Context: an optimization exercise on an open-source flow, tuned for small area and a short achievable clock period. The choices shown serve that exercise and are no tape-out recipe.
Only simulation tests tie the RTL to the original design; equivalence was not proved.
No activity file was given, so power comes from the tool's default toggle rates.

==> flow/design.v (outline; a module is shown in full before it is edited, if it fits) <==
// module ALU: 37 lines
// module BJPC: 11 lines
// module CMP: 16 lines
// module CP0: 74 lines
// module DMIN: 27 lines
// module EXT: 10 lines
// module HazardUnit: 100 lines
// module LOADOUT: 28 lines
// module MULandDIV: 153 lines
// module PC: 15 lines
// module PR_EXE_MEM: 54 lines
// module PR_ID_EXE: 147 lines
// module PR_IF_ID: 39 lines
// module PR_MEM_WB: 32 lines
// module RegFile: 35 lines
// module Controller: 160 lines
// module CPU: 464 lines
module CPU(
    input clk,
    input rst,
    input [31:0] PrRD,
    input [15:10] HWInt,
    output [31:0] PrAddr,
    output [31:0] PrWD,
    output PrWe,
    output [12:2] IAddr,
    input [31:0] IRD,
    output [11:2] DAddr,
    output [3:0] DBE,
    output [31:0] DWD,
    output DWe,
    input [31:0] DRD
    );
  // ...
==> flow/run.sh <==
#!/bin/bash
# synth_recipe.tcl (not shown) runs the flow's synth.tcl, then flattens the netlist and writes it again
# the make line also repeats each setting of config.mk as NAME=value (left out here)
make -C /OpenROAD-flow-scripts/flow DESIGN_CONFIG=/design/flow/config.mk WORK_HOME=/design/flow/orfs CLKGATE_MAP_FILE= SYNTH_SCRIPT=/design/flow/synth_recipe.tcl finish
==> flow/config.mk <==
export PLATFORM = sky130hd
export DESIGN_NAME = CPU
export DESIGN_NICKNAME = CPU
export VERILOG_FILES = /design/flow/design.v
export SDC_FILE = /design/flow/constraint.sdc
export NUM_CORES = 4
export LEC_CHECK = 0
export CAP_MARGIN = 20
export CORE_MARGIN = 2
export CORE_UTILIZATION = 30
export GPL_ROUTABILITY_DRIVEN = 1
export PLACE_DENSITY = 0.42
export SETUP_SLACK_MARGIN = 5
export SLEW_MARGIN = 20
==> flow/constraint.sdc <==
create_clock -name core_clock -period 12.0 [get_ports {clk}]
set_input_delay 2.4000 -clock core_clock [delete_from_list [all_inputs] [get_ports {clk}]]
set_output_delay 2.4000 -clock core_clock [all_outputs]
set_load 0.01 [all_outputs]
==> results.sh, run 1 <==
export IMPL_clk_pin_slew_ns=0.06
export IMPL_critical_path_max_stage_delay_ns=0.87
export IMPL_synth_nets=9495
export IMPL_path_max_fanout=22
export IMPL_synth_seq_cells=1673
export IMPL_hold_worst_slack_ns=0.416
export IMPL_port_buffers=226
export IMPL_synth_common_cells="edfxtp_1, nor2_1, a21oi_1, nand2_1, clkbuf_1"
export IMPL_non_clock_inverter_count=197
export IMPL_fill_cells=31038
export IMPL_cts_root_buffer="clkbuf_16"
export IMPL_die_w_um=564
export IMPL_ir_drop_uv=103
export IMPL_seq_area_um2=46000
export IMPL_outcome="complete, no violations"
export IMPL_wl_met2_um=248000
export IMPL_cts_resized=9
export IMPL_hold_class="flip-flop to flip-flop"
export IMPL_yosysWarnings=11
export IMPL_num_vias=89061
export IMPL_final_nets=9618
export IMPL_holdPathEnd="EXE_MEM.currentPC_M[1]$_DFF_P_"
export IMPL_placedCellCount=13201
export IMPL_top_layer_used="met5"
export IMPL_crit_arrival_ns=7.75
export IMPL_synth_cell_types=91
export IMPL_rr_worst_depth=17
export IMPL_timing_rr_end="PC.currentPC[12]$_SDFFE_PP1P_"
export IMPL_holdPathStages=0
export IMPL_async_flop_share_pct=0
export IMPL_gp_congestion=0.981
export IMPL_cp_startpoint="IF_ID.S1_D[31]$_SDFFE_PP0N_"
export IMPL_synth_top_area_share_pct=39.6
export IMPL_startpoint_type="flip-flop"
export IMPL_synth_top_family_by_area="compound AO/OA/AOI/OAI gates"
export IMPL_drt_met1_wl_um=218000
export IMPL_path_depth=17
export IMPL_syn2layout_area_growth_pct=16.8
export IMPL_fin_crit_sh_pct=58.0
==> module ALU, before the edit <==
module ALU(
    input [31:0] A,
    input [31:0] B,
    input [3:0] Op,
    output [31:0] C
    );
	wire sub = Op[0] | Op[2];
	wire [31:0] Bx = B ^ {32{sub}};
	wire [32:0] sum = {1'b0,A} + {1'b0,Bx} + {32'b0,sub};
	wire ltu = ~sum[32];
	wire lts = (A[31]^B[31]) ? A[31] : sum[31];
	wire lt = Op[0] ? ltu : lts;
	wire left = ~Op[1] & ~Op[0];
	wire [4:0] shamt = A[4:0];
	reg [31:0] Brev, Rrev;
	integer i;
	always @(*)
		for (i=0;i<32;i=i+1)
			Brev[i] = B[31-i];
	wire [31:0] Sin = left ? Brev : B;
	wire [31:0] Sr = $signed({Op[1]&B[31],Sin}) >>> shamt;
	always @(*)
		for (i=0;i<32;i=i+1)
			Rrev[i] = Sr[31-i];
	wire [31:0] Sh = left ? Rrev : Sr;
	reg [31:0] Lg;
	always @(*)
		case (Op[1:0])
			2'b00: Lg = A^B;
			2'b01: Lg = ~(A|B);
			2'b10: Lg = A&B;
			default: Lg = A|B;
		endcase
	assign C = Op[3] ? (Op[2] ? {31'b0,lt} : Sh) :
			   (Op[2] | Op[1]) ? Lg :
			   sum[31:0];
endmodule
==> module BJPC, before the edit <==
module BJPC(
    input [31:0] PCin,
    output [31:0] PCout,
    input Branch,
    input jump,
    input [31:0] BOffset,
    input [31:0] JAddr
    );
	wire [29:0] BTarget = PCin[31:2] + BOffset[29:0] + 30'd1;
	assign PCout=(jump)?JAddr:{BTarget,PCin[1:0]};
endmodule
==> module MULandDIV, before the edit <==
module MULandDIV( 
			Busy,
			HI,
			LO,
			clk,
			rst,
			D1,
			D2,
			HiLo,
			Op,
			Start,
			We);
	input clk,rst;
	input [31:0] D1,D2;
	input HiLo;
	input [1:0] Op;
	input Start;
	input We;
	output reg Busy;
	output reg [31:0] HI,LO;
	reg [31:0] M;
	reg [5:0] count;
	reg [1:0] OpReg;
	reg DivZ,NegQ,NegR,Rs;
	reg c0,mlast,dstep,fixC,fixR,fixQ,cend;
	wire sgn = OpReg[0];
	wire isdiv = OpReg[1];
	wire start = Start & ~Busy;
	wire done = Busy & (isdiv ? cend : mlast);
	wire [5:0] count_n = (rst | done) ? 6'd0 :
						 (~We & ~start & Busy) ? count+6'd1 : count;
	always@(posedge clk)
		begin
			count<=count_n;
			c0<=(count_n==6'd0);
			mlast<=(count_n==6'd10);
			dstep<=(count_n>=6'd1)&&(count_n<=6'd32);
			fixC<=(count_n==6'd33);
			fixR<=(count_n==6'd34);
			fixQ<=(count_n==6'd35);
			cend<=(count_n==6'd40);
		end
	wire [35:0] Aext = {{4{sgn&M[31]}},M};
	wire [35:0] Hext = {{4{sgn&HI[31]}},HI};
	wire mneg = mlast&sgn&LO[1];
	wire [35:0] pp0 = LO[0] ? Aext : 36'b0;
	wire [35:0] pp1 = LO[1] ? {Aext[34:0],1'b0} : 36'b0;
	wire [35:0] pp2 = (LO[2]&~mlast) ? {Aext[33:0],2'b0} : 36'b0;
	wire addM = Rs ^ (sgn&M[31]);		 
	wire divadd = dstep | fixC;
	wire [31:0] NegSrc = fixR ? HI : LO;
	wire [35:0] X = ~isdiv ? Hext :
					dstep ? {{3{Rs}},HI,LO[31]} :
					fixC ? {{4{Rs}},HI} : 36'b0;
	wire [35:0] Y = ~isdiv ? pp0 :
					divadd ? (addM ? Aext : ~Aext) :
					{4'hf,~NegSrc};
	wire [35:0] Z = ~isdiv ? (mneg ? ~pp1 : pp1) : 36'b0;
	wire [35:0] W = ~isdiv ? pp2 : 36'b0;
	wire cin = ~isdiv ? mneg : ~(divadd & addM);
	wire [35:0] sum = X + Y + Z + W + {35'b0,cin};
	always@(posedge clk)
		begin
			if(rst)
				begin
					HI<=32'b0;
					LO<=32'b0;
					Busy<=1'b0;
				end
			else if(We)
				begin
					if(HiLo)
						HI<=D1;
					else
						LO<=D1;
				end
			else if(start)
				begin
					Busy<=1'b1;
					OpReg<=Op;
					DivZ<=(D2==32'b0);
					if(Op[1])
						begin
							M<=D2;
							if(D2!=32'b0)
								LO<=D1;
						end
					else
						begin
							M<=D1;
							LO<=D2;
							HI<=32'b0;
						end
				end
			else if(Busy==1'b1)
				begin
					if(done)
						Busy<=1'b0;
					if(!isdiv)
						begin
							if(mlast)
								begin
									HI<=sum[33:2];
									LO<={sum[1:0],LO[31:2]};
								end
							else
								begin
									HI<=sum[34:3];
									LO<={sum[2:0],LO[31:3]};
								end
						end
					else
						begin
							if(c0)
								begin
									NegQ<=sgn&(LO[31]^M[31]);
									NegR<=sgn&LO[31];
									Rs<=1'b0;
								end
							if(!DivZ)
								begin
									if(c0)
										begin
											HI<=32'b0;
											if(sgn&LO[31])
												LO<=sum[31:0];
										end
									else if(dstep)
										begin
											HI<=sum[31:0];
											Rs<=sum[35];
											LO<={LO[30:0],~sum[35]};
										end
									else if(fixC)
										begin
											if(Rs)
												HI<=sum[31:0];
										end
									else if(fixR)
										begin
											if(NegR)
												HI<=sum[31:0];
										end
									else if(fixQ)
										begin
											if(NegQ)
												LO<=sum[31:0];
										end
								end
						end
				end
		end
endmodule
==> module CPU, before the edit <==
module CPU(
    input clk,
    input rst,
    input [31:0] PrRD,
    input [15:10] HWInt,
    output [31:0] PrAddr,
    output [31:0] PrWD,
    output PrWe,
    output [12:2] IAddr,
    input [31:0] IRD,
    output [11:2] DAddr,
    output [3:0] DBE,
    output [31:0] DWD,
    output DWe,
    input [31:0] DRD
    );
	wire [31:0]currentPC_F,nextPC_F,NormalnextPC_F,eretPC_F;
	wire [31:0]Instr_F;
	wire NormalPCSrc_F;
	wire [1:0] PCSrc_F;
	wire [31:0]IMaddr_F;
	wire [31:0]Instr_D;
	wire [31:0]S1_D,S2_D;
	wire [5:0] op_D,funct_D;
	wire [4:0] rs_D,rt_D,rd_D;
	wire [4:0] shamt_D;
	wire [15:0]imm16_D;
	wire [25:0]imm26_D;
	wire [31:0]currentPC_D,PCplus8_D;
	wire [31:0]JAddr_D,JImm_D;
	wire [31:0]BorJPC_D;
	wire BorJ_D;
	wire CMPResult_D;
	wire [31:0] RD1_D,RD2_D;
	wire [4:0] RFA3_D;
	wire [31:0] RD1_Forward_D,RD2_Forward_D;
	wire [31:0]imm32_D;
	wire [31:0]currentPC_E;
	wire [31:0] RD1_E,RD2_E,imm32_E;
	wire [31:0] RD1_Forward_E,RD2_Forward_E;
	wire [4:0] rs_E,rt_E,rd_E,RFA3_E;
	wire [31:0] ALUinA_E,ALUinB_E;
	wire [4:0] shamt_E;
	wire [31:0] ALUResult_E;
	wire [31:0] PCplus8_E;
	wire [31:0] RFWD_E;
	wire MnDBusy_E;
	wire [31:0] HI_E,LO_E;
	wire BorJ_E;
	wire [31:0]currentPC_M;
	wire [31:0]ALUResult_M;
	wire [31:0]RD2_M,RD2_Forward_M;
	wire [4:0]RFA3_M;
	wire [4:0]rt_M,rd_M;
	wire [31:0] DMRD_M;
	wire [31:0] RFWD_M,RFWDE_M;
	wire DMWe_M;
	wire [31:0] DMWD_M;
	wire [3:0] BE_M;
	wire [31:0] DMlowAddr_M;
	wire [31:0] HI_M,LO_M;
	wire [31:0] LoadOut_M;
	wire [1:0] ByteAddr_M;
	wire BorJ_M;
	wire [31:0]LoadOut_W;
	wire [31:0]LoadResult_W;
	wire [31:0]DMRD_W;
	wire [1:0] ByteAddr_W;
	wire [4:0]RFA3_W;
	wire [31:0]RFWD_W,RFWDM_W;
	wire [31:0] currentPC_W;
	wire BorJ_W;
	wire [1:0]EXTOp_D;
	wire Branch_D; 
	wire jump_D;
	wire JumpSrc_D;
	wire [1:0]RegDst_D;
	wire ALUSrcA_D;
	wire ALUSrcB_D;
	wire [3:0]ALUOp_D;
	wire [1:0]MemWrite_D;
	wire [2:0]LoadOp_D;
	wire RegWrite_D;
	wire RegWriteSrcD_D;
	wire [1:0]RegWriteSrcE_D;
	wire [1:0]RegWriteSrcM_D;
	wire rsUseInID_D,rsUseInEXE_D;
	wire rtUseInID_D,rtUseInEXE_D;
	wire [2:0] CMPOp_D;
	wire [1:0] MnDOp_D;
	wire MnDWe_D,MnDStart_D,MnDHiLo_D,MnDMove_D;
	wire EXLClr_D;
	wire CP0_We_D;
	wire ALUSrcA_E;
	wire ALUSrcB_E;
	wire [3:0]ALUOp_E;
	wire [1:0]MemWrite_E;
	wire [2:0]LoadOp_E;
	wire RegWrite_E;
	wire RegWriteSrcD_E;
	wire [1:0]RegWriteSrcE_E;
	wire [1:0]RegWriteSrcM_E;
	wire rsUseInEXE_E;
	wire rtUseInEXE_E;
	wire [1:0] MnDOp_E;
	wire MnDWe_E,MnDStart_E,MnDHiLo_E;
	wire EXLClr_E;
	wire CP0_We_E;
	wire [1:0]MemWrite_M;
	wire [2:0]LoadOp_M;
	wire RegWrite_M;
	wire [1:0]RegWriteSrcE_M;
	wire [1:0]RegWriteSrcM_M;
	wire EXLClr_M;
	wire CP0_We_M;
	wire RegWrite_W;
	wire [1:0]RegWriteSrcM_W;
	wire [2:0]LoadOp_W;
	wire EXLClr_W;
	wire [1:0] Forward_rs_D,Forward_rs_E;
	wire [1:0] Forward_rt_D,Forward_rt_E;
	wire Forward_rt_M;
	wire stall_D,stall_E;
	wire PC_En;
	wire PR_IF_ID_En,PR_ID_EXE_En;
	wire PR_IF_ID_Clr,PR_ID_EXE_Clr,PR_EXE_MEM_Clr,PR_MEM_WB_Clr;
	wire IntReq;
	wire [31:0] CP0_Out_M,CP0_Out_W; 
	wire [31:0] CP0_PCin;
	wire [31:0] EPC;
	assign NormalPCSrc_F=(Branch_D&CMPResult_D)|jump_D;
	assign NormalnextPC_F=(NormalPCSrc_F)?BorJPC_D:(currentPC_F+4);
	assign eretPC_F=(CP0_We_E&&(rd_E==5'd14))?RD2_Forward_E:
					(CP0_We_M&&(rd_M==5'd14))?RD2_Forward_M:
					EPC;
	assign PCSrc_F[1]=IntReq|EXLClr_D;
	assign PCSrc_F[0]=EXLClr_D;	
	assign nextPC_F=(PCSrc_F[1]==1'b1)?
						((PCSrc_F[0]==1'b1)?eretPC_F:32'h0000_4180):
						NormalnextPC_F;
	assign IMaddr_F=currentPC_F-32'h0000_3000;
	PC PC(.clk(clk),.rst(rst),.en(PC_En),.nextPC(nextPC_F),.currentPC(currentPC_F));
	assign IAddr=IMaddr_F[12:2];
	assign Instr_F=IRD;
PR_IF_ID IF_ID( 
			.Instr_D(Instr_D[31:0]),
			.currentPC_D(currentPC_D[31:0]),
			.S1_D(S1_D),
			.S2_D(S2_D),
			.clk(clk),
			.rst(rst),
			.PR_IF_ID_Clr(PR_IF_ID_Clr),
			.PR_IF_ID_En(PR_IF_ID_En),
			.Instr_F(Instr_F[31:0]),
			.currentPC_F(currentPC_F[31:0]));
	assign op_D=Instr_D[31:26];
	assign funct_D=Instr_D[5:0];
	assign rs_D=Instr_D[25:21];
	assign rt_D=Instr_D[20:16];
	assign rd_D=Instr_D[15:11];
	assign shamt_D=Instr_D[10:6];
	assign imm16_D=Instr_D[15:0];
	assign imm26_D=Instr_D[25:0];
	RegFile RF(.Clk(clk),.Rst(rst),.B1(Byp_rs_D),.B2(Byp_rt_D),.S1(S1_D),.S2(S2_D),.A3(RFA3_W),
				  .WD(RFWD_W),.We(RegWrite_W),.RD1(RD1_D),.RD2(RD2_D));
	assign RD1_Forward_D=(Fwd_rs_D==2'b01)?RFWD_E:
						 (Fwd_rs_D==2'b10)?RFWD_M:
						 RD1_D;
	assign RD2_Forward_D=(Fwd_rt_D==2'b01)?RFWD_E:
						 (Fwd_rt_D==2'b10)?RFWD_M:
						 RD2_D;
	EXT EXT(.imm16(imm16_D),.EXTOp(EXTOp_D),.imm32(imm32_D));
	assign JImm_D={currentPC_D[31:28],imm26_D,2'b00};
	assign JAddr_D=(JumpSrc_D)?RD1_Forward_D:JImm_D;
	CMP CMP(.A(RD1_Forward_D),.B(RD2_Forward_D),.Op(CMPOp_D),.Br(CMPResult_D));
	BJPC BJPC(.PCin(currentPC_D),.PCout(BorJPC_D),
				 .Branch(Branch_D),.jump(jump_D),.BOffset(imm32_D),.JAddr(JAddr_D));
	assign BorJ_D = Branch_D|jump_D;
	assign RFA3_D=(RegDst_D[1])?5'b11111:
				  (RegDst_D[0])?rt_D:rd_D;
PR_ID_EXE ID_EXE( 
			.ALUSrcA_E(ALUSrcA_E),
			.ALUSrcB_E(ALUSrcB_E),
			.ALUOp_E(ALUOp_E[3:0]),
			.MemWrite_E(MemWrite_E[1:0]),
			.LoadOp_E(LoadOp_E[2:0]),
			.RegWrite_E(RegWrite_E),
			.RegWriteSrcE_E(RegWriteSrcE_E[1:0]),
			.RegWriteSrcD_E(RegWriteSrcD_E),
			.RegWriteSrcM_E(RegWriteSrcM_E[1:0]),
			.RD1_E(RD1_E[31:0]),
			.RD2_E(RD2_E[31:0]),
			.imm16_E(imm16_E),
			.EXTOp_E(EXTOp_E),
			.rs_E(rs_E[4:0]),
			.rt_E(rt_E[4:0]),
			.RFA3_E(RFA3_E[4:0]),
			.rsUseInEXE_E(rsUseInEXE_E),
			.rtUseInEXE_E(rtUseInEXE_E),
			.MnDOp_E(MnDOp_E[1:0]),
			.MnDWe_E(MnDWe_E),
			.MnDStart_E(MnDStart_E),
			.MnDHiLo_E(MnDHiLo_E),
			.currentPC_E(currentPC_E[31:0]),
			.EXLClr_E(EXLClr_E),
			.CP0_We_E(CP0_We_E),
			.BorJ_E(BorJ_E),
			.clk(clk),
			.PR_ID_EXE_En(PR_ID_EXE_En),
			.PR_ID_EXE_Clr(PR_ID_EXE_Clr),
			.RD1_Forward_D(RD1_Forward_D[31:0]),
			.RD2_Forward_D(RD2_Forward_D[31:0]),
			.imm16_D(imm16_D),
			.EXTOp_D(EXTOp_D),
			.rs_D(rs_D[4:0]),
			.rt_D(rt_D[4:0]),
			.RFA3_D(RFA3_D[4:0]),
			.ALUSrcA_D(ALUSrcA_D),
			.ALUSrcB_D(ALUSrcB_D),
			.ALUOp_D(ALUOp_D[3:0]),
			.MemWrite_D(MemWrite_D[1:0]),
			.LoadOp_D(LoadOp_D[2:0]),
			.RegWrite_D(RegWrite_D),
			.RegWriteSrcD_D(RegWriteSrcD_D),
			.RegWriteSrcE_D(RegWriteSrcE_D[1:0]),
			.RegWriteSrcM_D(RegWriteSrcM_D[1:0]),
			.rsUseInEXE_D(rsUseInEXE_D),
			.rtUseInEXE_D(rtUseInEXE_D),
			.MnDOp_D(MnDOp_D[1:0]),
			.MnDWe_D(MnDWe_D),
			.MnDStart_D(MnDStart_D),
			.MnDHiLo_D(MnDHiLo_D),
			.currentPC_D(currentPC_D[31:0]),
			.EXLClr_D(EXLClr_D),
			.CP0_We_D(CP0_We_D),
			.BorJ_D(BorJ_D));
	assign RD1_Forward_E=(Fwd_rs_E==2'b01)?RFWD_M:
						 (Fwd_rs_E==2'b10)?RFWD_W:
						 RD1_E;
	assign RD2_Forward_E=(Fwd_rt_E==2'b01)?RFWD_M:
						 (Fwd_rt_E==2'b10)?RFWD_W:
						 RD2_E;
	wire [15:0] imm16_E;
	wire [1:0] EXTOp_E;
	assign shamt_E=imm16_E[10:6];
	assign rd_E=imm16_E[15:11];
	EXT EXT_E(.imm16(imm16_E),.EXTOp(EXTOp_E),.imm32(imm32_E));
	assign ALUinA_E=(ALUSrcA_E)?({26'b0,shamt_E}):RD1_Forward_E;
	assign ALUinB_E=(ALUSrcB_E)?imm32_E:RD2_Forward_E;
	assign PCplus8_E=currentPC_E+32'd8;
	assign RFWD_E=(RegWriteSrcD_E)?PCplus8_E:imm32_E;
	wire [31:0] Res_E=(RegWriteSrcE_E==2'b00)?ALUResult_E:
				  (RegWriteSrcE_E==2'b01)?LO_E:
				  (RegWriteSrcE_E==2'b10)?HI_E:
				  RFWD_E;
	ALU ALU(.A(ALUinA_E),.B(ALUinB_E),.Op(ALUOp_E),.C(ALUResult_E));
	MULandDIV MULandDIV( 
			.Busy(MnDBusy_E),
			.HI(HI_E),
			.LO(LO_E),
			.clk(clk),
			.rst(rst),
			.D1(RD1_Forward_E),
			.D2(RD2_Forward_E),
			.HiLo(MnDHiLo_E),
			.Op(MnDOp_E),
			.Start(MnDStart_E&(~IntReq)),
			.We(MnDWe_E&(~IntReq)));
PR_EXE_MEM EXE_MEM( 
			.ALUResult_M(ALUResult_M[31:0]),
			.RD2_M(RD2_M[31:0]),
			.RFA3_M(RFA3_M[4:0]),
			.rt_M(rt_M[4:0]),
			.MemWrite_M(MemWrite_M[1:0]),
			.LoadOp_M(LoadOp_M[2:0]),
			.RegWrite_M(RegWrite_M),
			.RegWriteSrcM_M(RegWriteSrcM_M[1:0]),
			.currentPC_M(currentPC_M[31:0]),
			.rd_M(rd_M[4:0]),
			.EXLClr_M(EXLClr_M),
			.CP0_We_M(CP0_We_M),
			.BorJ_M(BorJ_M),
			.clk(clk),
			.PR_EXE_MEM_Clr(PR_EXE_MEM_Clr),
			.ALUResult_E(Res_E),
			.RD2_Forward_E(RD2_Forward_E[31:0]),
			.RFA3_E(RFA3_E[4:0]),
			.rt_E(rt_E[4:0]),
			.MemWrite_E(MemWrite_E[1:0]),
			.LoadOp_E(LoadOp_E[2:0]),
			.RegWrite_E(RegWrite_E),
			.RegWriteSrcM_E(RegWriteSrcM_E[1:0]),
			.currentPC_E(currentPC_E[31:0]),
			.rd_E(rd_E[4:0]),
			.EXLClr_E(EXLClr_E),
			.CP0_We_E(CP0_We_E),
			.BorJ_E(BorJ_E));
	reg Forward_rt_M_r;
	always@(posedge clk)
		Forward_rt_M_r<=~PR_MEM_WB_Clr&RegWrite_M&(RFA3_M!=5'b0)&
						((PR_EXE_MEM_Clr?rt_M:rt_E)==RFA3_M);
	assign RD2_Forward_M=(Forward_rt_M_r)?RFWD_W:RD2_M;
	assign RFWD_M=ALUResult_M;
	wire [31:0] Res_M=(RegWriteSrcM_M[1])?
					((RegWriteSrcM_M[0])?RFWD_M:CP0_Out_M):
					LoadResult_M;
	assign DMlowAddr_M=ALUResult_M;
	assign ByteAddr_M=DMlowAddr_M[1:0];
	assign PrWD = RD2_Forward_M;
	assign PrAddr = DMlowAddr_M;
	assign PrWe = (MemWrite_M[1]&MemWrite_M[0])&(~IntReq);
	DMIN DMIN(.WDOut(DMWD_M),
			  .DMWe(DMWe_M),
			  .BE(BE_M),
			  .WDIn(RD2_Forward_M),
			  .Addr(DMlowAddr_M[1:0]),
			  .MemWrite(MemWrite_M));
	assign DAddr=DMlowAddr_M[11:2];
	assign DBE=BE_M;
	assign DWD=DMWD_M;
	assign DWe=DMWe_M&(~IntReq)&(DMlowAddr_M[31:8]!=24'h0000_7f);
	assign DMRD_M=DRD;
	assign LoadOut_M = (DMlowAddr_M[31:8]==24'h0000_7f)?PrRD:DMRD_M;
	wire [31:0] LoadResult_M;
	LOADOUT LOADOUT( 
			.Dout(LoadResult_M),
			.A(ByteAddr_M),
			.Din(LoadOut_M),
			.Op(LoadOp_M));
PR_MEM_WB MEM_WB( 
			.RFA3_W(RFA3_W[4:0]),
			.RFWDM_W(RFWDM_W[31:0]),
			.RegWrite_W(RegWrite_W),
			.currentPC_W(currentPC_W[31:0]),
			.BorJ_W(BorJ_W),
			.EXLClr_W(EXLClr_W),
			.clk(clk),
			.PR_MEM_WB_Clr(PR_MEM_WB_Clr),
			.RFA3_M(RFA3_M[4:0]),
			.RFWD_M(Res_M),
			.RegWrite_M(RegWrite_M),
			.currentPC_M(currentPC_M[31:0]),
			.BorJ_M(BorJ_M),
			.EXLClr_M(EXLClr_M));
	assign RFWD_W=RFWDM_W;
Controller Controller( 
			.RegWrite(RegWrite_D),
			.jump(jump_D),
			.JumpSrc(JumpSrc_D),
			.RegWriteSrcD(RegWriteSrcD_D),
			.RegWriteSrcE(RegWriteSrcE_D),
			.RegWriteSrcM(RegWriteSrcM_D),
			.Branch(Branch_D),
			.CMPOp(CMPOp_D),
			.MemWrite(MemWrite_D),
			.LoadOp(LoadOp_D),
			.ALUOp(ALUOp_D),
			.ALUSrcB(ALUSrcB_D),
			.ALUSrcA(ALUSrcA_D),
			.RegDst(RegDst_D),
			.EXTOp(EXTOp_D),
			.rsUseInID(rsUseInID_D),
			.rsUseInEXE(rsUseInEXE_D),
			.rtUseInID(rtUseInID_D),
			.rtUseInEXE(rtUseInEXE_D),
			.MnDOp(MnDOp_D),
			.MnDWe(MnDWe_D),
			.MnDStart(MnDStart_D),
			.MnDHiLo(MnDHiLo_D),
			.MnDMove(MnDMove_D),
			.EXLClr(EXLClr_D),
			.CP0_We(CP0_We_D),
			.op(op_D),
			.funct(funct_D),
			.rs(rs_D),
			.rt(rt_D));
HazardUnit HazardUnit( 
			.Forward_rs_D(Forward_rs_D[1:0]),
			.Forward_rs_E(Forward_rs_E[1:0]),
			.Forward_rt_D(Forward_rt_D[1:0]),
			.Forward_rt_E(Forward_rt_E[1:0]),
			.Forward_rt_M(Forward_rt_M),
			.stall_D(stall_D),
			.stall_E(stall_E),
			.RegWrite_E(RegWrite_E),
			.RegWrite_M(RegWrite_M),
			.RegWrite_W(RegWrite_W),
			.RegWriteSrcE_E(RegWriteSrcE_E[1:0]),
			.RegWriteSrcM_M(RegWriteSrcM_M[1:0]),
			.RegWriteSrcM_E(RegWriteSrcM_E[1:0]),
			.RFA3_E(RFA3_E[4:0]),
			.RFA3_M(RFA3_M[4:0]),
			.RFA3_W(RFA3_W[4:0]),
			.rs_D(rs_D[4:0]),
			.rs_E(rs_E[4:0]),
			.rt_D(rt_D[4:0]),
			.rt_E(rt_E[4:0]),
			.rt_M(rt_M[4:0]),
			.rsUseInID_D(rsUseInID_D),
			.rsUseInEXE_D(rsUseInEXE_D),
			.rsUseInEXE_E(rsUseInEXE_E),
			.rtUseInID_D(rtUseInID_D),
			.rtUseInEXE_D(rtUseInEXE_D),
			.rtUseInEXE_E(rtUseInEXE_E),
			.MnDStart_E(MnDStart_E),
			.MnDBusy_E(MnDBusy_E),
			.MnDWe_D(MnDWe_D),
			.MnDMove_D(MnDMove_D),
			.MnDStart_D(MnDStart_D));
	assign PC_En=(~(stall_D|stall_E))|IntReq;
	assign PR_IF_ID_En=~(stall_D|stall_E);
	wire [4:0] rs_D_n=PR_IF_ID_Clr?5'b0:PR_IF_ID_En?Instr_F[25:21]:rs_D;
	wire [4:0] rt_D_n=PR_IF_ID_Clr?5'b0:PR_IF_ID_En?Instr_F[20:16]:rt_D;
	wire RegWrite_E_n=PR_ID_EXE_Clr?1'b0:PR_ID_EXE_En?RegWrite_D:RegWrite_E;
	wire [4:0] RFA3_E_n=PR_ID_EXE_Clr?5'b0:PR_ID_EXE_En?RFA3_D:RFA3_E;
	wire [1:0] RWSE_E_n=(~PR_ID_EXE_Clr&PR_ID_EXE_En)?RegWriteSrcE_D:RegWriteSrcE_E;
	wire [4:0] rs_E_n=PR_ID_EXE_Clr?5'b0:PR_ID_EXE_En?rs_D:rs_E;
	wire [4:0] rt_E_n=PR_ID_EXE_Clr?5'b0:PR_ID_EXE_En?rt_D:rt_E;
	wire RegWrite_M_n=PR_EXE_MEM_Clr?1'b0:RegWrite_E;
	wire [4:0] RFA3_M_n=PR_EXE_MEM_Clr?RFA3_M:RFA3_E;
	wire [1:0] RWSM_M_n=PR_EXE_MEM_Clr?RegWriteSrcM_M:RegWriteSrcM_E;
	wire RegWrite_W_n=PR_MEM_WB_Clr?1'b0:RegWrite_M;
	wire [4:0] RFA3_W_n=RFA3_M;
	wire E_ok_n=RegWrite_E_n&&RFA3_E_n!=5'b0&&RWSE_E_n==2'b11;
	wire M_ok_n=RegWrite_M_n&&RFA3_M_n!=5'b0;
	wire W_ok_n=RegWrite_W_n&&RFA3_W_n!=5'b0;
	reg [1:0] Fwd_rs_D,Fwd_rt_D,Fwd_rs_E,Fwd_rt_E;
	reg Byp_rs_D,Byp_rt_D;
	always@(posedge clk)
		begin
			Fwd_rs_D<=(E_ok_n&&rs_D_n==RFA3_E_n)?2'b01:
					  (M_ok_n&&RWSM_M_n==2'b11&&rs_D_n==RFA3_M_n)?2'b10:2'b00;
			Fwd_rt_D<=(E_ok_n&&rt_D_n==RFA3_E_n)?2'b01:
					  (M_ok_n&&RWSM_M_n==2'b11&&rt_D_n==RFA3_M_n)?2'b10:2'b00;
			Fwd_rs_E<=(M_ok_n&&RWSM_M_n==2'b11&&rs_E_n==RFA3_M_n)?2'b01:
					  (W_ok_n&&rs_E_n==RFA3_W_n)?2'b10:2'b00;
			Fwd_rt_E<=(M_ok_n&&rt_E_n==RFA3_M_n)?2'b01:
					  (W_ok_n&&rt_E_n==RFA3_W_n)?2'b10:2'b00;
			Byp_rs_D<=W_ok_n&&rs_D_n==RFA3_W_n;
			Byp_rt_D<=W_ok_n&&rt_D_n==RFA3_W_n;
		end
	assign PR_ID_EXE_En=~stall_E;
	assign PR_IF_ID_Clr=rst|IntReq|EXLClr_D;
	assign PR_ID_EXE_Clr=stall_D&~stall_E|IntReq;
	assign PR_EXE_MEM_Clr=stall_E|IntReq;
	assign PR_MEM_WB_Clr=(IntReq&~EXLClr_E);
	assign CP0_PCin = (BorJ_W)?currentPC_W:
					  (EXLClr_E)?currentPC_F:
					  (EXLClr_M)?currentPC_D:
					  (EXLClr_W)?currentPC_E:
					  currentPC_M;
	CP0 CP0( 
			.IntReq(IntReq),
			.Dout(CP0_Out_M),
			.EPC(EPC[31:0]),
			.clk(clk),
			.rst(rst),
			.Addr(rd_M),
			.We(CP0_We_M&(~IntReq)),
			.Din(RD2_Forward_M),
			.PC(CP0_PCin),
			.HWInt(HWInt),
			.EXLClr(EXLClr_D));
endmodule
==> run 2: changes to the inputs <==
--- a/flow/design.v
+++ b/flow/design.v
@@ -9,3 +9,4 @@
 	wire [31:0] Bx = B ^ {32{sub}};
-	wire [32:0] sum = {1'b0,A} + {1'b0,Bx} + {32'b0,sub};
+	wire [33:0] sumc = {1'b0,A,1'b1} + {1'b0,Bx,sub};
+	wire [32:0] sum = sumc[33:1];
 	wire ltu = ~sum[32];
@@ -47,3 +48,4 @@
     );
-	wire [29:0] BTarget = PCin[31:2] + BOffset[29:0] + 30'd1;
+	wire [30:0] BTargetC = {PCin[31:2],1'b1} + {BOffset[29:0],1'b1};
+	wire [29:0] BTarget = BTargetC[30:1];
 	assign PCout=(jump)?JAddr:{BTarget,PCin[1:0]};
@@ -335,6 +337,23 @@
 	reg [1:0] OpReg;
-	reg DivZ,NegQ,NegR,Rs;
+	reg DivZ,NegQ,NegR,Rs,L0;
 	reg c0,mlast,dstep,fixC,fixR,fixQ,cend;
+	reg sXm,sXd,sXc,sY0,sYp,sYn,sYneg,sNegHI,sZ,sWp,sWn;
 	wire sgn = OpReg[0];
 	wire isdiv = OpReg[1];
+	wire [35:0] Aext = {{4{sgn&M[31]}},M};
+	wire [35:0] A8 = {Aext[32:0],3'b0};
+	wire [35:0] Hext = {{4{sgn&HI[31]}},HI};
+	wire [31:0] NegSrc = sNegHI ? HI : LO;
+	wire [35:0] X = ({36{sXm}} & Hext) |
+					({36{sXd}} & {HI,LO[31],3'b0}) |
+					({36{sXc}} & {Rs,HI,3'b0});
+	wire [35:0] Y = ({36{sY0}} & Aext) |
+					({36{sYp}} & A8) |
+					({36{sYn}} & ~A8) |
+					({36{sYneg}} & {1'b1,~NegSrc,3'b111});
+	wire [35:0] Z = {36{sZ}} & {Aext[34:0],1'b0};
+	wire [35:0] W = ({36{sWp}} & {Aext[33:0],2'b0}) |
+					({36{sWn}} & ~{Aext[33:0],2'b0});
+	wire cin = sWn | sYn | sYneg;
+	wire [35:0] sum = X + Y + Z + W + {35'b0,cin};
 	wire start = Start & ~Busy;
@@ -343,39 +362,14 @@
 						 (~We & ~start & Busy) ? count+6'd1 : count;
-	always@(posedge clk)
-		begin
-			count<=count_n;
-			c0<=(count_n==6'd0);
-			mlast<=(count_n==6'd10);
-			dstep<=(count_n>=6'd1)&&(count_n<=6'd32);
-			fixC<=(count_n==6'd33);
-			fixR<=(count_n==6'd34);
-			fixQ<=(count_n==6'd35);
-			cend<=(count_n==6'd40);
-		end
-	wire [35:0] Aext = {{4{sgn&M[31]}},M};
-	wire [35:0] Hext = {{4{sgn&HI[31]}},HI};
-	wire mneg = mlast&sgn&LO[1];
-	wire [35:0] pp0 = LO[0] ? Aext : 36'b0;
-	wire [35:0] pp1 = LO[1] ? {Aext[34:0],1'b0} : 36'b0;
-	wire [35:0] pp2 = (LO[2]&~mlast) ? {Aext[33:0],2'b0} : 36'b0;
-	wire addM = Rs ^ (sgn&M[31]);		 
-	wire divadd = dstep | fixC;
-	wire [31:0] NegSrc = fixR ? HI : LO;
-	wire [35:0] X = ~isdiv ? Hext :
-					dstep ? {{3{Rs}},HI,LO[31]} :
-					fixC ? {{4{Rs}},HI} : 36'b0;
-	wire [35:0] Y = ~isdiv ? pp0 :
-					divadd ? (addM ? Aext : ~Aext) :
-					{4'hf,~NegSrc};
-	wire [35:0] Z = ~isdiv ? (mneg ? ~pp1 : pp1) : 36'b0;
-	wire [35:0] W = ~isdiv ? pp2 : 36'b0;
-	wire cin = ~isdiv ? mneg : ~(divadd & addM);
-	wire [35:0] sum = X + Y + Z + W + {35'b0,cin};
-	always@(posedge clk)
+	reg [31:0] HI_n,LO_n,M_n;
+	reg [1:0] OpReg_n;
+	reg Busy_n,DivZ_n,NegQ_n,NegR_n,Rs_n,L0_n;
+	always@(*)
 		begin
+			HI_n=HI; LO_n=LO; M_n=M; OpReg_n=OpReg; Busy_n=Busy;
+			DivZ_n=DivZ; NegQ_n=NegQ; NegR_n=NegR; Rs_n=Rs; L0_n=L0;
 			if(rst)
 				begin
-					HI<=32'b0;
-					LO<=32'b0;
-					Busy<=1'b0;
+					HI_n=32'b0;
+					LO_n=32'b0;
+					Busy_n=1'b0;
 				end
@@ -384,5 +378,5 @@
 					if(HiLo)
-						HI<=D1;
+						HI_n=D1;
 					else
-						LO<=D1;
+						LO_n=D1;
 				end
@@ -390,10 +384,11 @@
 				begin
-					Busy<=1'b1;
-					OpReg<=Op;
-					DivZ<=(D2==32'b0);
+					Busy_n=1'b1;
+					OpReg_n=Op;
+					DivZ_n=(D2==32'b0);
+					L0_n=1'b0;
 					if(Op[1])
 						begin
-							M<=D2;
+							M_n=D2;
 							if(D2!=32'b0)
-								LO<=D1;
+								LO_n=D1;
 						end
@@ -401,23 +396,16 @@
 						begin
-							M<=D1;
-							LO<=D2;
-							HI<=32'b0;
+							M_n=D1;
+							LO_n=D2;
+							HI_n=32'b0;
 						end
 				end
-			else if(Busy==1'b1)
+			else if(Busy)
 				begin
 					if(done)
-						Busy<=1'b0;
+						Busy_n=1'b0;
 					if(!isdiv)
 						begin
-							if(mlast)
-								begin
-									HI<=sum[33:2];
-									LO<={sum[1:0],LO[31:2]};
-								end
-							else
-								begin
-									HI<=sum[34:3];
-									LO<={sum[2:0],LO[31:3]};
-								end
+							HI_n=sum[34:3];
+							LO_n={sum[2:0],LO[31:3]};
+							L0_n=LO[2];
 						end
@@ -427,5 +415,5 @@
 								begin
-									NegQ<=sgn&(LO[31]^M[31]);
-									NegR<=sgn&LO[31];
-									Rs<=1'b0;
+									NegQ_n=sgn&(LO[31]^M[31]);
+									NegR_n=sgn&LO[31];
+									Rs_n=1'b0;
 								end
@@ -435,5 +423,5 @@
 										begin
-											HI<=32'b0;
+											HI_n=32'b0;
 											if(sgn&LO[31])
-												LO<=sum[31:0];
+												LO_n=sum[34:3];
 										end
@@ -441,5 +429,5 @@
 										begin
-											HI<=sum[31:0];
-											Rs<=sum[35];
-											LO<={LO[30:0],~sum[35]};
+											HI_n=sum[34:3];
+											Rs_n=sum[35];
+											LO_n={LO[30:0],~sum[35]};
 										end
@@ -448,3 +436,3 @@
 											if(Rs)
-												HI<=sum[31:0];
+												HI_n=sum[34:3];
 										end
@@ -453,3 +441,3 @@
 											if(NegR)
-												HI<=sum[31:0];
+												HI_n=sum[34:3];
 										end
@@ -458,3 +446,3 @@
 											if(NegQ)
-												LO<=sum[31:0];
+												LO_n=sum[34:3];
 										end
@@ -464,2 +452,30 @@
 		end
+	wire isdiv_n = OpReg_n[1];
+	wire dstep_n = (count_n>=6'd1)&&(count_n<=6'd32);
+	wire fixC_n = (count_n==6'd33);
+	wire addM_n = Rs_n^(OpReg_n[0]&M_n[31]);
+	always@(posedge clk)
+		begin
+			HI<=HI_n; LO<=LO_n; M<=M_n; OpReg<=OpReg_n; Busy<=Busy_n;
+			DivZ<=DivZ_n; NegQ<=NegQ_n; NegR<=NegR_n; Rs<=Rs_n; L0<=L0_n;
+			count<=count_n;
+			c0<=(count_n==6'd0);
+			mlast<=(count_n==6'd10);
+			dstep<=dstep_n;
+			fixC<=fixC_n;
+			fixR<=(count_n==6'd34);
+			fixQ<=(count_n==6'd35);
+			cend<=(count_n==6'd40);
+			sXm<=~isdiv_n;
+			sXd<=isdiv_n&dstep_n;
+			sXc<=isdiv_n&fixC_n;
+			sY0<=~isdiv_n&L0_n;
+			sYp<=isdiv_n&(dstep_n|fixC_n)&addM_n;
+			sYn<=isdiv_n&(dstep_n|fixC_n)&~addM_n;
+			sYneg<=isdiv_n&((count_n==6'd0)|(count_n==6'd34)|(count_n==6'd35));
+			sNegHI<=(count_n==6'd34);
+			sZ<=~isdiv_n&LO_n[0];
+			sWp<=~isdiv_n&LO_n[1]&~((count_n==6'd10)&OpReg_n[0]);
+			sWn<=~isdiv_n&LO_n[1]&(count_n==6'd10)&OpReg_n[0];
+		end
 endmodule
@@ -1202,3 +1218,3 @@
 	EXT EXT_E(.imm16(imm16_E),.EXTOp(EXTOp_E),.imm32(imm32_E));
-	assign ALUinA_E=(ALUSrcA_E)?({26'b0,shamt_E}):RD1_Forward_E;
+	assign ALUinA_E={RD1_Forward_E[31:5],(ALUSrcA_E)?shamt_E:RD1_Forward_E[4:0]};
 	assign ALUinB_E=(ALUSrcB_E)?imm32_E:RD2_Forward_E;
==> run 2 against run 1 <==
Register-to-register slack improved by 0.04 ns; worst hold slack got worse by 0.0064 ns; synthesized cell count fell by 1.4%; global-route usage fell by 0.54 points; first-iteration DRC count barely moved; wire length fell by 1.7%; clock skew rose by 0.0057 ns.
==> results.sh, run 2 <==
export IMPL_clk_path_buf_depth=4
export IMPL_multiInputGateArea_um2=44400
export IMPL_netlist_top_cells_area="edfxtp_1, dfxtp_1, mux2i_1"
export IMPL_min_delay_start="EXE_MEM.currentPC_M[19]$_DFF_P_"
export IMPL_rsz0062_at_grt="false"
export IMPL_slew_headroom_pct=10.1
export IMPL_hpwlAfterDp_um=381000
export IMPL_hold_viol_final=0
export IMPL_crit_required_ns=9.60
export IMPL_placedCellCount=13114
export IMPL_cts_buffers=198
export IMPL_fin_skew_ns=0.104
export IMPL_async_flop_share_pct=0
export IMPL_setup_viol=0
export IMPL_fin_cells=13518
export IMPL_min_period_ns=6.94
export IMPL_yosysMostFrequentCell="edfxtp_1"
export IMPL_largest_reg_flops=992
export IMPL_powerDensity_nw_per_um2=161
export IMPL_ys_seq_area_share_pct=49.0
export IMPL_worstMarginPinSlew_ns=1.33
export IMPL_grtUsageTotal_pct=34.3
export IMPL_synth_common_cells="edfxtp_1, nor2_1, a21oi_1, nand2_1, clkbuf_1"
export IMPL_r2r_start="Byp_rs_D$_DFF_P_"
export IMPL_grt_pass1_vias=82381
export IMPL_syn_area_per_cell_um2=10.4
export IMPL_seq_area_um2=46200
export IMPL_die_w_um=564
export IMPL_overflow=0
export IMPL_clk_latency_ns=0.94
export IMPL_rr_worst_depth=17
export IMPL_synth_compound_area_share_pct=21.6
export IMPL_wl_um=566000
export IMPL_yosysTopAreaCell="edfxtp_1"
export IMPL_port_buffers=226
export IMPL_tns_ns=0
export IMPL_grt_max_degree=116
export IMPL_postLayoutSetupSlackWorst_ns=5.06
export IMPL_drc=0
export IMPL_hold_class="flip-flop to flip-flop"
export IMPL_synth_cell_types=102
export IMPL_first_pass_iters=10
export IMPL_outcome="complete, no violations"
export IMPL_clk_pin_slew_ns=0.06
export IMPL_leakage_nw=39.6
export IMPL_die_y_um=564
export IMPL_gp_congestion=1.02
export IMPL_fill_cells=31217
export IMPL_synth_area_mux_share_pct=7.22
export IMPL_synth_fa_ha_area_share_pct=3.71
export IMPL_ios=227
export IMPL_syn2layout_area_growth_pct=16.4
export IMPL_cts_tree="built"
export IMPL_synth_top_family_by_area="compound AO/OA/AOI/OAI gates"
export IMPL_cts_htree_levels=4
export IMPL_wl_per_cell_um=41.9
export IMPL_core_um2=312000
export IMPL_dp_slack_ns=4.49
export IMPL_drv_slew=0
export IMPL_crit_arrival_ns=4.54
export IMPL_yosysWarnings=11
export IMPL_ir_drop_uv=125
export IMPL_drtAntennaViolNets=0
export IMPL_maxCapViolations=0
export IMPL_cts_sinks=1684
export IMPL_holdPathStages=0
export IMPL_synth_xor_area_share_pct=2.61
export IMPL_top_register="RF.g.q"
export IMPL_worstSetupPathType="input port to primary output"
export IMPL_ys_flop_type="edfxtp_1"
export IMPL_post_route_util_pct=35.1
export IMPL_drt_vias_per_instance=6.52
export IMPL_antenna_found_initial=54
export IMPL_final_nets=9528
export IMPL_synth_simple_gate_area_share_pct=11.4
export IMPL_synth_nets=9371
export IMPL_grt_first_pass_wirelength_um=746000
export IMPL_synth_top_area_share_pct=39.6
export IMPL_rows=205
export IMPL_fp_dieArea_um2=318000
export IMPL_layout_drive_gt1_share_pct=12.6
export IMPL_startpoint_type="input port"
export IMPL_synth_edf_count=1239
export IMPL_num_vias=88148
export IMPL_rrSetupSlack_ns=5.08
export IMPL_mostFrequentLayoutCells="edfxtp_1, nor2_1, a21oi_1, nand2_1, a22oi_1"
export IMPL_path_max_fanout=27
export IMPL_synthesis_area_um2=94100
export IMPL_fin_crit_sh_pct=57.9
export IMPL_synthCells=9032
export IMPL_final_common_cell="edfxtp_1"
export IMPL_fmax_mhz=144
export IMPL_holdPathEnd="MEM_WB.currentPC_W[19]$_DFFE_PN_"
export IMPL_synth_seq_cells=1684
export IMPL_cts_hold_buf=0
export IMPL_start_util_pct=30.2
export IMPL_timing_rr_end="PC.currentPC[20]$_SDFFE_PP0P_"
export IMPL_cts_root_buffer="clkbuf_16"
export IMPL_crit_path_end_kind="primary output"
export IMPL_drtIter0Drc=15047
run 2: kinds of logic (layout without fill, tap and decap cells):
kind of cell / count (synthesis) / count (layout)
fa+ha+maj: 237 / 237
buf+inv: 1059 / 1378
xor+xnor: 280 / 280
mux: 645 / 645
flops: 1684 / 1684
compound gates: 2851 / 2851
simple gates: 2276 / 2276
other cells: 0 / 27
run 2: critical path, cell delays in order:
cell and delay (ns):
clkdlybuf4s50_1 0.43, a22oi_1 0.19, nand3_1 0.15, nor3b_4 0.19
buf_4 0.18, buf_6 0.20, nor2_4 0.18, clkdlybuf4s50_1 0.58
run 2: what timing repair did:
action | CTS | global route
setup buffers | 3 | 10
pin swaps | 1 | 0
resized for setup | 5 | 9
endpoints found under the setup margin | 5 | 19
cloned | 0 | 1
run 2: cell type report:
| cell class | count | share of cell area [%] |
|---|---|---|
| Clock buffer | 255 | 4.86 |
| Timing Repair Buffer | 681 | 5.22 |
| Timing Repair inverter | 1 | 0.00457 |
| Inverter | 334 | 1.16 |
| Antenna cell | 27 | 0.0617 |
| Sequential cell | 1684 | 42.2 |
| Clock inverter | 107 | 1.16 |
| Tap cell | 4140 | 4.73 |
| Multi-Input combinational cell | 6289 | 40.6 |
run 2: per-stage QoR:
stage	power, mW	instance area (µm²)	hold slack (ns)
4_1_cts	17.5	109000	0.406
5_1_grt	18.0	109000	0.418
2_1_floorplan	9.19	94100	0.329
3_5_place_dp	11.2	103000	0.409
6_report	17.6	109000	0.410
3_3_place_gp	11.2	103000	0.407
run 2: worst max-delay path by stage:
| stage | start | end |
|---|---|---|
| 6_report | HWInt[13] | PrWe |
| 5_1_grt | HWInt[10] | PrWe |
| 4_1_cts | HWInt[15] | PrWe |
| 3_5_place_dp | HWInt[13] | PrWe |
| 3_3_place_gp | HWInt[15] | PrWe |
| 2_1_floorplan | HWInt[10] | Fwd_rs_D[1]$_SDFF_PP0_ |
run 2: routing by layer:
layer / global-route usage [%] / vias to the layer above / wire length [µm] / part of all wire [%]
met5: 0.818 / - / 538 / 0.095
met4: 25.1 / 26 / 50900 / 9.0
met3: 8.85 / 1992 / 60500 / 11
met2: 52.6 / 6897 / 246000 / 43
met1: 41.6 / 44046 / 208000 / 37
li1: - / 35187 / - / -
run 2: report_power, final:
part	switching (mW)	total, mW	internal (mW)
registers	0.581	7.53	6.95
logic	2.61	3.72	1.11
clock network	2.67	6.38	3.71
==> run 3: changes to the inputs <==
==> flow/flow/run.sh (new file) <==
#!/bin/bash
# Own flow: the standard layout (standard.sh, standard synthesis
# unchanged) with two changes to how the layout is made:
#  - the port buffers that placement inserts are buf_2 cells (ORFS's
#    default choice here is a delay cell, clkdlybuf4s50_1);
#  - timing repair aims for a setup slack margin of 5.8 ns.
# The SDC, clock period, IO delays and loads are the standard flow's, unchanged.
set -euo pipefail
export BUFFER_PORTS_ARGS="-buffer_cell sky130_fd_sc_hd__buf_2"
bash standard.sh SETUP_SLACK_MARGIN=5.8 finish > standard_flow.log 2>&1
==> flow/standard.sh (new file) <==
#!/bin/bash
# synth_recipe.tcl (not shown) runs the flow's synth.tcl, then flattens the netlist and writes it again
# the make line also repeats each setting of config.mk as NAME=value (left out here)
make -C /OpenROAD-flow-scripts/flow DESIGN_CONFIG=/design/flow/config.mk WORK_HOME=/design/flow/orfs CLKGATE_MAP_FILE= SYNTH_SCRIPT=/design/flow/synth_recipe.tcl "${@:-finish}"
--- a/flow/config.mk
+++ b/flow/config.mk
@@ -9,6 +9,5 @@
 export CORE_MARGIN = 2
-export CORE_UTILIZATION = 30
+export CORE_UTILIZATION = 50
 export GPL_ROUTABILITY_DRIVEN = 1
-export PLACE_DENSITY = 0.42
-export SETUP_SLACK_MARGIN = 5
+export PLACE_DENSITY = 0.6
 export SLEW_MARGIN = 20
removed: flow/run.sh
==> run 3 against run 2 <==
Still clean on timing, DRC and antenna; maximum frequency grew 7.8%; synthesized area is the same; utilization grew 21 points; sequential power is essentially flat; via count grew 0.73%; sequential share of layout area grew 1.6 points; worst hold slack lost 0.034 ns; die area shrank 40%; design area shrank 3.6%.
==> results.sh, run 3 <==
export IMPL_cts_tree="built"
export IMPL_port_buffers=226
export IMPL_powerDensity_nw_per_um2=161
export IMPL_async_flop_share_pct=0
export IMPL_cts_hold_buf=0
export IMPL_critical_path_max_stage_delay_ns=0.72
export IMPL_slew_headroom_pct=10.2
export IMPL_p_seq_share_pct=44.3
export IMPL_leakage_nw=39.2
export IMPL_cts_buffers=179
export IMPL_mostFrequentLayoutCells="edfxtp_1, nor2_1, a21oi_1, nand2_1, a22oi_1"
export IMPL_synth_nets=9371
export IMPL_fin_skew_ns=0.0864
export IMPL_core_um2=187000
export IMPL_cts_htree_levels=4
export IMPL_drtIter0Drc=17561
export IMPL_clk_latency_ns=0.91
export IMPL_dp_slack_ns=5.34
export IMPL_first_pass_iters=27
export IMPL_cts_sinks=1684
export IMPL_swShare_pct=33.7
export IMPL_fin_crit_sh_pct=53.7
export IMPL_clkPwrFrac_pct=34.6
export IMPL_yosysMostFrequentCell="edfxtp_1"
export IMPL_die_y_um=438
export IMPL_synthCells=9032
export IMPL_ir_drop_uv=191
export IMPL_ys_seq_area_share_pct=49.0
export IMPL_hold_worst_slack_ns=0.376
export IMPL_start_util_pct=50.2
export IMPL_yosysWarnings=11
export IMPL_postLayoutSetupSlackWorst_ns=5.56
export IMPL_path_cells="buf_4, a22o_1, a221oi_1, nand4_1, o221a_2, a311oi_2, xnor2_1, nand3b_1, nor4_1, and4_1, nand4_1, o32a_1, a31oi_1, o31a_2, clkbuf_8, o31ai_1, a211o_1"
export IMPL_wl_um=499000
export IMPL_largest_reg_flops=992
export IMPL_crit_path_end="PC.currentPC[31]$_SDFFE_PP0P_"
export IMPL_synth_seq_cells=1684
export IMPL_hpwlAfterDp_um=330000
export IMPL_setup_viol=0
export IMPL_tns_ns=0
export IMPL_layout_drive_gt1_share_pct=14.6
export IMPL_maxCapViolations=0
export IMPL_outcome="complete, no violations"
export IMPL_grt_max_degree=106
export IMPL_drc=0
export IMPL_fp_dieArea_um2=192000
export IMPL_synthesis_area_um2=94100
export IMPL_gp_congestion=1.05
export IMPL_die_w_um=438
export IMPL_cell_internal_pwr_mw=11.2
export IMPL_stdcell_area_um2=106000
export IMPL_dpl_cell_area_um2=99000
export IMPL_rr_worst_depth=17
export IMPL_antenna_found_initial=41
export IMPL_placedCellCount=11426
export IMPL_path_max_fanout=58
export IMPL_cts_root_buffer="clkbuf_16"
export IMPL_p_sw_mw=5.72
export IMPL_rrSetupSlack_ns=5.56
export IMPL_hold_class="flip-flop to flip-flop"
export IMPL_final_nets=9470
export IMPL_crit_path_end_kind="flip-flop"
export IMPL_power_mw=16.9
export IMPL_ios=227
export IMPL_holdPathStages=0
export IMPL_top_register="RF.g.q"
export IMPL_synth_top_area_share_pct=39.6
export IMPL_crit_required_ns=12.78
export IMPL_timing_rr_end="PC.currentPC[31]$_SDFFE_PP0P_"
export IMPL_syn2layout_area_growth_pct=12.2
export IMPL_power_frac_comb_pct=21.1
export IMPL_crit_top_cell="nand4_1"
export IMPL_final_common_cell="edfxtp_1"
export IMPL_ys_flop_type="edfxtp_1"
export IMPL_rows=159
export IMPL_wl_per_cell_um=42.3
export IMPL_seq_area_um2=46200
export IMPL_drtAntennaViolNets=0
export IMPL_drt_vias_per_instance=7.52
export IMPL_syn_area_per_cell_um2=10.4
export IMPL_startpoint_type="flip-flop"
export IMPL_overflow=0
export IMPL_synth_common_cells="edfxtp_1, nor2_1, a21oi_1, nand2_1, clkbuf_1"
export IMPL_rsz0062_at_grt="true"
export IMPL_fmax_mhz=155
export IMPL_crit_arrival_ns=7.22
export IMPL_clk_pin_slew_ns=0.06
export IMPL_multiInputGateArea_um2=44400
export IMPL_grtUsageTotal_pct=50.3
export IMPL_netlist_top_cells_area="edfxtp_1, dfxtp_1, mux2i_1"
export IMPL_drv_slew=0
export IMPL_post_route_util_pct=56.3
export IMPL_yosysTopAreaCell="edfxtp_1"
export IMPL_worstSetupPathType="flip-flop to flip-flop"
export IMPL_fin_cells=11809
export IMPL_worstMarginPinSlew_ns=1.35
export IMPL_cp_slowest_cell="a311oi_2"
export IMPL_clk_path_buf_depth=3
export IMPL_min_period_ns=6.44
export IMPL_r2r_start="IF_ID.S1_D[1]$_SDFFE_PP0N_"
export IMPL_synth_cell_types=102
export IMPL_synth_edf_count=1239
export IMPL_fill_cells=16241
export IMPL_cp_startpoint="IF_ID.S1_D[1]$_SDFFE_PP0N_"
export IMPL_grt_first_pass_wirelength_um=671000
export IMPL_grt_pass1_vias=81663
export IMPL_hold_viol_final=0
export IMPL_num_vias=88793
## run 3: cell type report
| class | instances | area share, % |
|---|---|---|
| clock buffers | 213 | 4.47 |
| well taps | 2495 | 2.96 |
| repair buffers | 642 | 4.12 |
| flip-flops and latches | 1684 | 43.8 |
| clock inverters | 125 | 1.32 |
| diodes | 26 | 0.0616 |
| inverters | 334 | 1.20 |
| repair inverters | 1 | 0.00474 |
| multi-input cells | 6289 | 42.1 |
## run 3: power by group through the flow
stage	Clock (mW)	Sequential, mW	Combinational, mW
after floorplan	0	7.31	1.89
after global placement	0	7.58	3.32
after detailed placement	0	7.59	3.34
after CTS	5.82	7.47	3.36
after global routing	6.04	7.52	3.65
final	5.87	7.51	3.57
## run 3: worst max-delay path: cells and delay by family (launching register included)
kind	cells	cell delay (ns)
AND/OR/NAND/NOR	5	1.54
AO/OA/AOI/OAI	9	3.13
flip-flops	1	0.54
XOR/XNOR	1	0.19
buffers and inverters	2	0.81
## run 3: what timing repair did
| action | in CTS | in global routing |
|---|---|---|
| setup endpoints to repair | 48 | 51 |
| cloned | 0 | 1 |
| hold endpoints to repair | 0 | 0 |
| pin swaps | 0 | 0 |
| gates resized for setup | 19 | 34 |
| buffers inserted | 1 | 14 |
## run 3: layer usage
| layer | GRT usage [%] | routed length (µm) | vias to the layer above |
|---|---|---|---|
| met1 | 60.8 | 169000 | 42615 |
| met4 | 43.1 | 55800 | 26 |
| met2 | 71.6 | 202000 | 8430 |
| li1 | - | - | 35090 |
| met3 | 17.6 | 72000 | 2632 |
| met5 | 0 | 168 | - |
## run 3: kinds of logic after synthesis
kind of cell / synth area share [%]
AND/OR/NAND/NOR: 11.4
buffers and inverters: 4.42
multiplexers: 7.22
XOR/XNOR: 2.61
flip-flops: 49.0
AO/OA/AOI/OAI: 21.6
adder cells (fa/ha/maj): 3.71
## run 3: worst min-delay path by stage
stage	startpoint	end	slack (ns)
after floorplan	EXE_MEM.RFA3_M[1]$_DFF_P_	MEM_WB.RFA3_W[1]$_DFF_P_	0.33
after global placement	EXE_MEM.currentPC_M[2]$_DFF_P_	MEM_WB.currentPC_W[2]$_DFFE_PN_	0.40
after detailed placement	EXE_MEM.currentPC_M[2]$_DFF_P_	MEM_WB.currentPC_W[2]$_DFFE_PN_	0.41
after CTS	EXE_MEM.currentPC_M[1]$_DFF_P_	MEM_WB.currentPC_W[1]$_DFFE_PN_	0.37
after global routing	EXE_MEM.currentPC_M[1]$_DFF_P_	MEM_WB.currentPC_W[1]$_DFFE_PN_	0.39
final	EXE_MEM.currentPC_M[1]$_DFF_P_	MEM_WB.currentPC_W[1]$_DFFE_PN_	0.38
==> run 4: changes to the inputs <==
--- a/flow/flow/run.sh
+++ b/flow/flow/run.sh
@@ -5,3 +5,3 @@
 #    default choice here is a delay cell, clkdlybuf4s50_1);
-#  - timing repair aims for a setup slack margin of 5.8 ns.
+#  - timing repair aims for a setup slack margin of 6.25 ns.
 # The SDC, clock period, IO delays and loads are the standard flow's, unchanged.
@@ -9,2 +9,2 @@
 export BUFFER_PORTS_ARGS="-buffer_cell sky130_fd_sc_hd__buf_2"
-bash standard.sh SETUP_SLACK_MARGIN=5.8 finish > standard_flow.log 2>&1
+bash standard.sh SETUP_SLACK_MARGIN=6.25 finish > standard_flow.log 2>&1
--- a/flow/config.mk
+++ b/flow/config.mk
@@ -9,5 +9,5 @@
 export CORE_MARGIN = 2
-export CORE_UTILIZATION = 50
+export CORE_UTILIZATION = 45
 export GPL_ROUTABILITY_DRIVEN = 1
-export PLACE_DENSITY = 0.6
+export PLACE_DENSITY = 0.55
 export SLEW_MARGIN = 20
==> run 4 against run 3 <==
Still clean; die area rose by 11%; maximum frequency grew 8.0%; flip-flop and latch count is the same; critical path type unchanged; critical endpoint is now PC.currentPC[20]$_SDFFE_PP0P_; largest cell class unchanged.
==> results.sh, run 4 <==
export IMPL_min_period_ns=5.96
export IMPL_syn2layout_area_growth_pct=14.5
export IMPL_hpwlAfterDp_um=341000
export IMPL_layout_drive_gt1_share_pct=16.2
export IMPL_fp_dieArea_um2=213000
export IMPL_grt_util_met2_pct=69.2
export IMPL_synth_common_cells="edfxtp_1, nor2_1, a21oi_1, nand2_1, clkbuf_1"
export IMPL_rsz0062_at_grt="true"
export IMPL_async_flop_share_pct=0
export IMPL_final_nets=9557
export IMPL_grt_busiest_layer="met2"
export IMPL_ios=227
export IMPL_gp_congestion=1.06
export IMPL_fmax_mhz=168
export IMPL_clk_pin_slew_ns=0.07
export IMPL_final_common_cell="edfxtp_1"
export IMPL_crit_path_end_kind="flip-flop"
export IMPL_synth_nets=9371
export IMPL_setup_viol=0
export IMPL_first_pass_iters=12
export IMPL_cts_root_buffer="clkbuf_16"
export IMPL_overflow=0
export IMPL_synth_edf_count=1239
export IMPL_path_max_fanout=29
export IMPL_mostFrequentLayoutCells="edfxtp_1, nor2_1, a21oi_1, nand2_1, a22oi_1"
export IMPL_grtUsageTotal_pct=47.3
export IMPL_yosysWarnings=11
export IMPL_synth_cell_types=102
export IMPL_worstSetupPathType="flip-flop to flip-flop"
export IMPL_cts_htree_levels=4
export IMPL_cts_sinks=1684
export IMPL_netlist_top_cells_area="edfxtp_1, dfxtp_1, mux2i_1"
export IMPL_drc=0
export IMPL_ys_seq_area_share_pct=49.0
export IMPL_top_register="RF.g.q"
export IMPL_power_mw=17.3
export IMPL_use_met1_pct=55.8
export IMPL_cts_buffers=184
export IMPL_port_buffers=226
export IMPL_startpoint_type="flip-flop"
export IMPL_ys_flop_type="edfxtp_1"
export IMPL_power_frac_comb_pct=21.5
export IMPL_fin_crit_sh_pct=49.7
export IMPL_synthesis_area_um2=94100
export IMPL_leakage_nw=40.0
export IMPL_maxCapViolations=0
export IMPL_cts_tree="built"
export IMPL_crit_arrival_ns=6.74
export IMPL_drtIter0Drc=16682
export IMPL_wl_um=519000
export IMPL_synth_top_area_share_pct=39.6
export IMPL_cts_hold_buf=0
export IMPL_outcome="complete, no violations"
export IMPL_worstMarginPinSlew_ns=1.35
export IMPL_clk_path_buf_depth=3
export IMPL_hold_class="flip-flop to flip-flop"
export IMPL_drtAntennaViolNets=0
export IMPL_synth_seq_cells=1684
export IMPL_slew_headroom_pct=9.16
export IMPL_start_util_pct=45.3
export IMPL_core_um2=207000
export IMPL_p_seq_share_pct=43.3
export IMPL_grt_max_degree=74
export IMPL_drv_slew=0
export IMPL_cell_internal_pwr_mw=11.5
export IMPL_powerDensity_nw_per_um2=161
export IMPL_largest_reg_flops=992
export IMPL_drt_vias_per_instance=7.37
export IMPL_clk_latency_ns=0.89
export IMPL_p_sw_mw=5.81
export IMPL_clkPwrFrac_pct=35.2
export IMPL_use_met3_pct=16.1
export IMPL_yosysTopAreaCell="edfxtp_1"
export IMPL_crit_required_ns=12.77
export IMPL_tns_ns=0
export IMPL_hold_viol_final=0
export IMPL_wl_per_cell_um=42.6
export IMPL_die_w_um=461
export IMPL_grt_first_pass_wirelength_um=695000
export IMPL_fin_skew_ns=0.0489
export IMPL_rows=167
export IMPL_ir_drop_uv=186
export IMPL_die_y_um=461
export IMPL_synthCells=9032
export IMPL_grt_pass1_vias=82814
export IMPL_yosysMostFrequentCell="edfxtp_1"
export IMPL_syn_area_per_cell_um2=10.4
export IMPL_antenna_found_initial=55
export IMPL_num_vias=89886
export IMPL_swShare_pct=33.6
## run 4: what timing repair did
action                     4_1_cts  5_1_grt
gates resized for setup        118      100
buffers inserted                34       22
pin swaps                       14       26
gates cloned                     7        1
setup endpoints to repair       72       71
## run 4: final timing paths
check / start / to / slack [ns] / cells after the start
worst max-delay path: IF_ID.S1_D[8]$_SDFFE_PP0N_ / PC.currentPC[20]$_SDFFE_PP0P_ / 6.04 / 18
worst min-delay path: ID_EXE.LoadOp_E[2]$_DFFE_PP_ / EXE_MEM.LoadOp_M[2]$_DFFE_PP_ / 0.42 / 0
worst max register to register: IF_ID.S1_D[8]$_SDFFE_PP0N_ / PC.currentPC[20]$_SDFFE_PP0P_ / 6.04 / 18
worst min register to register: ID_EXE.LoadOp_E[2]$_DFFE_PP_ / EXE_MEM.LoadOp_M[2]$_DFFE_PP_ / 0.42 / 0
## run 4: area by class of cell
type / instances / area, µm²
fillers: 18748 / 99800
flip-flops and latches: 1684 / 46200
multi-input cells: 6290 / 44900
repair buffers: 723 / 5410
clock buffers: 220 / 4860
well taps: 2788 / 3490
clock inverters: 121 / 1420
inverters: 334 / 1270
diodes: 31 / 77.6
repair inverters: 1 / 5.00
## run 4: cell families (layout without fill, tap and decap cells)
| family | after synthesis | after routing | synth area share, % |
|---|---|---|---|
| AOI/OAI and AO/OA | 2851 | 2851 | 21.6 |
| xor gates and xnor gates | 280 | 280 | 2.61 |
| adders and majority gates | 237 | 237 | 3.71 |
| buffers and inverters | 1059 | 1399 | 4.42 |
| DFF | 1684 | 1684 | 49.0 |
| muxes | 645 | 645 | 7.22 |
| other | 0 | 31 | 0 |
| and+or+nand+nor | 2276 | 2277 | 11.4 |
## run 4: routing by layer
metal	vias up	part of all wire [%]
met4	44	11
met1	43327	33
li1	35222	-
met2	8585	42
met3	2708	14
met5	-	0.075
## run 4: metrics by stage
stage | std cells | instance area (µm²) | hold slack [ns] | util (%) | worst slack [ns]
final | 12192 | 108000 | 0.420 | 51.9 | 6.04
after global placement | 11751 | 99600 | 0.406 | 48.0 | 5.25
after global routing | 12169 | 108000 | 0.435 | 51.9 | 6.00
after detailed placement | 11753 | 99700 | 0.407 | 48.0 | 5.20
after floorplan | 9032 | 94100 | 0.329 | - | 6.28
after CTS | 12135 | 107000 | 0.420 | 51.5 | 6.02
## run 4: critical path, cell delays in order (launching register included)
cell       delay (ns)
dfxtp_2          0.31
buf_4            0.48
buf_4            0.56
a22o_1           0.23
a221oi_1         0.05
nand4_1          0.11
nor3_1           0.08
a21oi_1          0.64
a211oi_1         0.25
a31oi_4          0.45
xor2_1           0.21
nand3_1          0.09
or4_4            0.57
o21ai_1          0.19
a31oi_2          0.16
o31a_4           0.39
bufbuf_16        0.32
a2111o_1         0.42
a311oi_2         0.24
## run 4: power groups by stage
| stage | sequential, mW | clock [mW] | combinational [mW] |
|---|---|---|---|
| global route | 7.52 | 6.26 | 3.80 |
| global placement | 7.57 | 0 | 3.40 |
| CTS | 7.46 | 6.04 | 3.48 |
| detailed placement | 7.58 | 0 | 3.41 |
| finish | 7.50 | 6.08 | 3.72 |
| floorplan | 7.31 | 0 | 1.89 |

==> what the ideal ports hide <==
In the flow no input, the clock included, has a driving cell. The finished layouts below were timed again as built, in two steps. Step 1 assumes that a clkbuf_16 drives the clock port and a buf_2 every other input. Step 2 also shifts input and output timing later by t, the mid clock arrival at the registers, as if the neighbouring blocks saw the same clock. Three values: ideal ports, drivers, drivers and shift; two values: the first two.
| run | shift t [ns] | setup slack, ns | latest minus earliest clock arrival (ns) | worst data-port slew with drivers (ns) |
|---|---|---|---|---|
| run 1 | 0.994 | 5.040 / 5.040 / 4.864 | 0.100 / 0.100 | 0.06 |
| run 2 | 0.984 | 5.058 / 5.032 / 5.032 | 0.106 / 0.105 | 0.07 |
| run 3 | 0.962 | 5.558 / 5.558 / 5.558 | 0.088 / 0.089 | 0.10 |
| run 4 | 0.959 | 6.036 / 6.008 / 5.606 | 0.049 / 0.049 | 0.05 |
After both steps every run listed still meets setup and hold. For run 4, which loses most, drivers alone change the setup slack by -0.028 ns; drivers and shift together by -0.430 ns.
